Source: an optimization exercise on an open RTL-to-GDS flow (aim: small area and a short achievable clock period). Production flows keep margins and buffers that such runs may drop.
Power is estimated from default activity; no workload was simulated.

== v39 ==
Design apb_top, start of the top module:
module apb_top (
 input PCLK,
 input PRESETn,
 input transfer,
 input read_write,
 input  [7:0] write_addr,
 input  [7:0] write_data,
 input  [7:0] read_addr,
 output [7:0] read_data_out
);
 wire [15:0] lo_n;
 wire [15:0] hi_n;
 wire [15:0] wlo_n;
 wire [15:0] whi_n;
 wire [7:0]  wdata;
 wire [7:0]  rdata;
    apb_master master (
     .PCLK(PCLK), .PRESETn(PRESETn), .transfer(transfer), .read_write(read_write),
     .write_addr(write_addr), .write_data(write_data), .read_addr(read_addr),
     .wlo_n(wlo_n), .whi_n(whi_n), .wdata(wdata), .lo_n(lo_n), .hi_n(hi_n),
     .rdata(rdata), .read_data_out(read_data_out)
    );
    apb_slave slave (
     .PCLK(PCLK), .wlo_n(wlo_n), .whi_n(whi_n), .wdata(wdata),
     .lo_n(lo_n), .hi_n(hi_n), .rdata(rdata)
    );
endmodule
Size in the first run: about 4300 cells after synthesis, roughly 2100 flip-flops, about 36 I/O pins.
==> module apb_master, before the edit <==
module apb_master (
  input PCLK,
  input PRESETn,
  input transfer,
  input read_write,
  input  [7:0] write_addr,
  input  [7:0] write_data,
  input  [7:0] read_addr,
  output [15:0] wlo_n,       
  output [15:0] whi_n,       
  output reg [7:0] wdata,
  output reg [15:0] lo_n,    
  output reg [15:0] hi_n,    
  input  [7:0] rdata,
  output reg [7:0] read_data_out
);
  reg st1, st2, st3;         
  reg wr1;                   
  reg rd1, rd2;              
  reg [7:0] addr;
  reg [7:0] rhold;
  wire idle  = ~(st1 | st2 | st3);
  wire start = idle & transfer;
  always @(posedge PCLK or negedge PRESETn) begin
    if (!PRESETn) begin
      st1 <= 1'b0; st2 <= 1'b0; st3 <= 1'b0;
      wr1 <= 1'b0; rd1 <= 1'b0; rd2 <= 1'b0;
    end else begin
      st1 <= start;
      st2 <= st1;
      st3 <= st2;
      wr1 <= start & read_write;
      rd1 <= start & ~read_write;
      rd2 <= rd1;
    end
  end
  genvar i;
  generate
    for (i = 0; i < 16; i = i + 1) begin : g_dec
      assign wlo_n[i] = ~(addr[3:0] == i);
      assign whi_n[i] = ~(wr1 & (addr[7:4] == i));
    end
  endgenerate
  always @(posedge PCLK) begin
    addr  <= read_write ? write_addr : read_addr;
    wdata <= write_data;
    lo_n  <= wlo_n;
    hi_n  <= ~(16'h1 << addr[7:4]);
    if (rd2)
      rhold <= rdata;
    read_data_out <= rhold;
  end
endmodule
==> module apb_slave, before the edit <==
module apb_slave (
  input PCLK,
  input [15:0] wlo_n,
  input [15:0] whi_n,
  input [7:0]  wdata,
  input [15:0] lo_n,
  input [15:0] hi_n,
  output [7:0] rdata
);
  reg [2047:0] mem;
  genvar h, l;
  generate
    for (h = 0; h < 16; h = h + 1) begin : g_h
      for (l = 0; l < 16; l = l + 1) begin : g_l
        wire we = ~(whi_n[h] | wlo_n[l]);
        always @(posedge PCLK)
          if (we)
            mem[(h*16+l)*8 +: 8] <= wdata;
      end
    end
  endgenerate
  reg [7:0] grp [0:15];
  reg [7:0] acc;
  integer gi, li;
  always @* begin
    for (gi = 0; gi < 16; gi = gi + 1) begin
      acc = 8'hff;
      for (li = 0; li < 16; li = li + 1)
        acc = acc & (mem[(gi*16+li)*8 +: 8] | {8{lo_n[li]}});
      grp[gi] = acc;
    end
  end
  reg [7:0] r;
  always @* begin
    r = 8'hff;
    for (gi = 0; gi < 16; gi = gi + 1)
      r = r & (grp[gi] | {8{hi_n[gi]}});
  end
  assign rdata = r;
endmodule
==> module apb_top, before the edit <==
module apb_top (
 input PCLK,
 input PRESETn,
 input transfer,
 input read_write,
 input  [7:0] write_addr,
 input  [7:0] write_data,
 input  [7:0] read_addr,
 output [7:0] read_data_out
);
 wire [15:0] lo_n;
 wire [15:0] hi_n;
 wire [15:0] wlo_n;
 wire [15:0] whi_n;
 wire [7:0]  wdata;
 wire [7:0]  rdata;
    apb_master master (
     .PCLK(PCLK), .PRESETn(PRESETn), .transfer(transfer), .read_write(read_write),
     .write_addr(write_addr), .write_data(write_data), .read_addr(read_addr),
     .wlo_n(wlo_n), .whi_n(whi_n), .wdata(wdata), .lo_n(lo_n), .hi_n(hi_n),
     .rdata(rdata), .read_data_out(read_data_out)
    );
    apb_slave slave (
     .PCLK(PCLK), .wlo_n(wlo_n), .whi_n(whi_n), .wdata(wdata),
     .lo_n(lo_n), .hi_n(hi_n), .rdata(rdata)
    );
endmodule
make LEC_CHECK=0 CAP_MARGIN=40 CORE_MARGIN=2 CORE_UTILIZATION=60 CTS_BUF_LIST=sky130_fd_sc_hd__clkbuf_16 CTS_CLUSTER_DIAMETER=100 CTS_CLUSTER_SIZE=30 PLACE_DENSITY=0.7 SETUP_SLACK_MARGIN=4.5 SLEW_MARGIN=40 finish   # period 7.0 ns
run.sh (not shown) runs the stock make flow with config.mk's settings and CLKGATE_MAP_FILE= SYNTH_SCRIPT=/design/flow/synth_recipe.tcl, a recipe that flattens the netlist after the stock synthesis.
#### Input delta (v5 over v39)
==> flow/design.v <==
module apb_master (
  input PCLK,
  input PRESETn,
  input transfer,
  input read_write,
  input  [7:0] write_addr,
  input  [7:0] write_data,
  input  [7:0] read_addr,
  output reg [15:0] whi_n,   
  output reg [7:0] wdata,
  output reg [15:0] lo_n,    
  output reg [15:0] hi_n,    
  input  [7:0] rdata,
  output reg [7:0] read_data_out
);
  reg st1, st2, st3;         
  reg wr1;                   
  reg rd1, rd2;              
  reg [7:0] addr;
  reg [7:0] wdata0;
  reg [7:0] rhold;
  wire idle  = ~(st1 | st2 | st3);
  wire start = idle & transfer;
  always @(posedge PCLK or negedge PRESETn) begin
    if (!PRESETn) begin
      st1 <= 1'b0; st2 <= 1'b0; st3 <= 1'b0;
      wr1 <= 1'b0; rd1 <= 1'b0; rd2 <= 1'b0;
    end else begin
      st1 <= start;
      st2 <= st1;
      st3 <= st2;
      wr1 <= start & read_write;
      rd1 <= start & ~read_write;
      rd2 <= rd1;
    end
  end
  always @(posedge PCLK) begin
    addr  <= read_write ? write_addr : read_addr;
    wdata0 <= write_data;
    wdata <= wdata0;
    lo_n  <= ~(16'h1 << addr[3:0]);
    hi_n  <= ~(16'h1 << addr[7:4]);
    whi_n <= ~({15'h0, wr1} << addr[7:4]);
    if (rd2)
      rhold <= rdata;
    read_data_out <= rhold;
  end
endmodule
module apb_slave (
  input PCLK,
  input [15:0] whi_n,
  input [7:0]  wdata,
  input [15:0] lo_n,
  input [15:0] hi_n,
  output [7:0] rdata
);
  reg [2047:0] mem;
  genvar h, l;
  generate
    for (h = 0; h < 16; h = h + 1) begin : g_h
      for (l = 0; l < 16; l = l + 1) begin : g_l
        wire we = ~(whi_n[h] | lo_n[l]);
        always @(posedge PCLK)
          if (we)
            mem[(h*16+l)*8 +: 8] <= wdata;
      end
    end
  endgenerate
  reg [7:0] grp [0:15];
  reg [7:0] acc;
  integer gi, li;
  always @* begin
    for (gi = 0; gi < 16; gi = gi + 1) begin
      acc = 8'hff;
      for (li = 0; li < 16; li = li + 1)
        acc = acc & (mem[(gi*16+li)*8 +: 8] | {8{lo_n[li]}});
      grp[gi] = acc;
    end
  end
  reg [7:0] r;
  always @* begin
    r = 8'hff;
    for (gi = 0; gi < 16; gi = gi + 1)
      r = r & (grp[gi] | {8{hi_n[gi]}});
  end
  assign rdata = r;
endmodule
module apb_top (
 input PCLK,
 input PRESETn,
 input transfer,
 input read_write,
 input  [7:0] write_addr,
 input  [7:0] write_data,
 input  [7:0] read_addr,
 output [7:0] read_data_out
);
 wire [15:0] lo_n;
 wire [15:0] hi_n;
 wire [15:0] whi_n;
 wire [7:0]  wdata;
 wire [7:0]  rdata;
    apb_master master (
     .PCLK(PCLK), .PRESETn(PRESETn), .transfer(transfer), .read_write(read_write),
     .write_addr(write_addr), .write_data(write_data), .read_addr(read_addr),
     .whi_n(whi_n), .wdata(wdata), .lo_n(lo_n), .hi_n(hi_n),
     .rdata(rdata), .read_data_out(read_data_out)
    );
    apb_slave slave (
     .PCLK(PCLK), .whi_n(whi_n), .wdata(wdata),
     .lo_n(lo_n), .hi_n(hi_n), .rdata(rdata)
    );
endmodule
--- outcome ---
Detailed-routing iteration count for the pre-antenna-repair pass: v5 vs v39 down 7. Area overhead of the layout relative to synthesis for v5 is lower than for v39. Summary of the comparison: post-route cell area is lower in v5, relative to v39. Measured against each other, v39 and v5 differ in power, the higher figure coming from v39. Average wire length per cell after detail routing of v5 falls short of that of v39 by more than 10%. On net load switching power: between v39 and v5, it ends up lower for v5. Compared v5 vs v39, and combinational share of power is down in v5. Comparing v39 and v5, the higher non-clock buffer count is on v39. Number of clock buffers inserted by TritonCTS in v5 is 3 higher than in v39.
No run of this note included a check of the RTL's function; only the layout flow was run.

-- what the ideal ports hide --
In the flow no input, the clock included, has a driving cell. The finished layouts below were timed again as built, in two steps.
Step 1 assumes that a clkbuf_16 drives the clock port and a buf_2 every other input.
Step 2, shift: input delay + t, output delay - t, t = (earliest + latest rising clock arrival at the registers) / 2. This alone moves slack from input paths to output paths.
Three values: ideal, step 1, step 2; two values: the first two.
run	t, ns	setup slack, ns	latest minus earliest clock arrival (ns)	worst slew at a driven data input, ns
v39	0.802	4.292 / 4.292 / 4.279	0.054 / 0.054	0.04
v5	0.798	4.332 / 4.276 / 3.927	0.056 / 0.056	0.04
After both steps every run listed still meets setup and hold. For v5, which loses most, drivers alone change the setup slack by -0.056 ns; drivers and shift together by -0.405 ns.
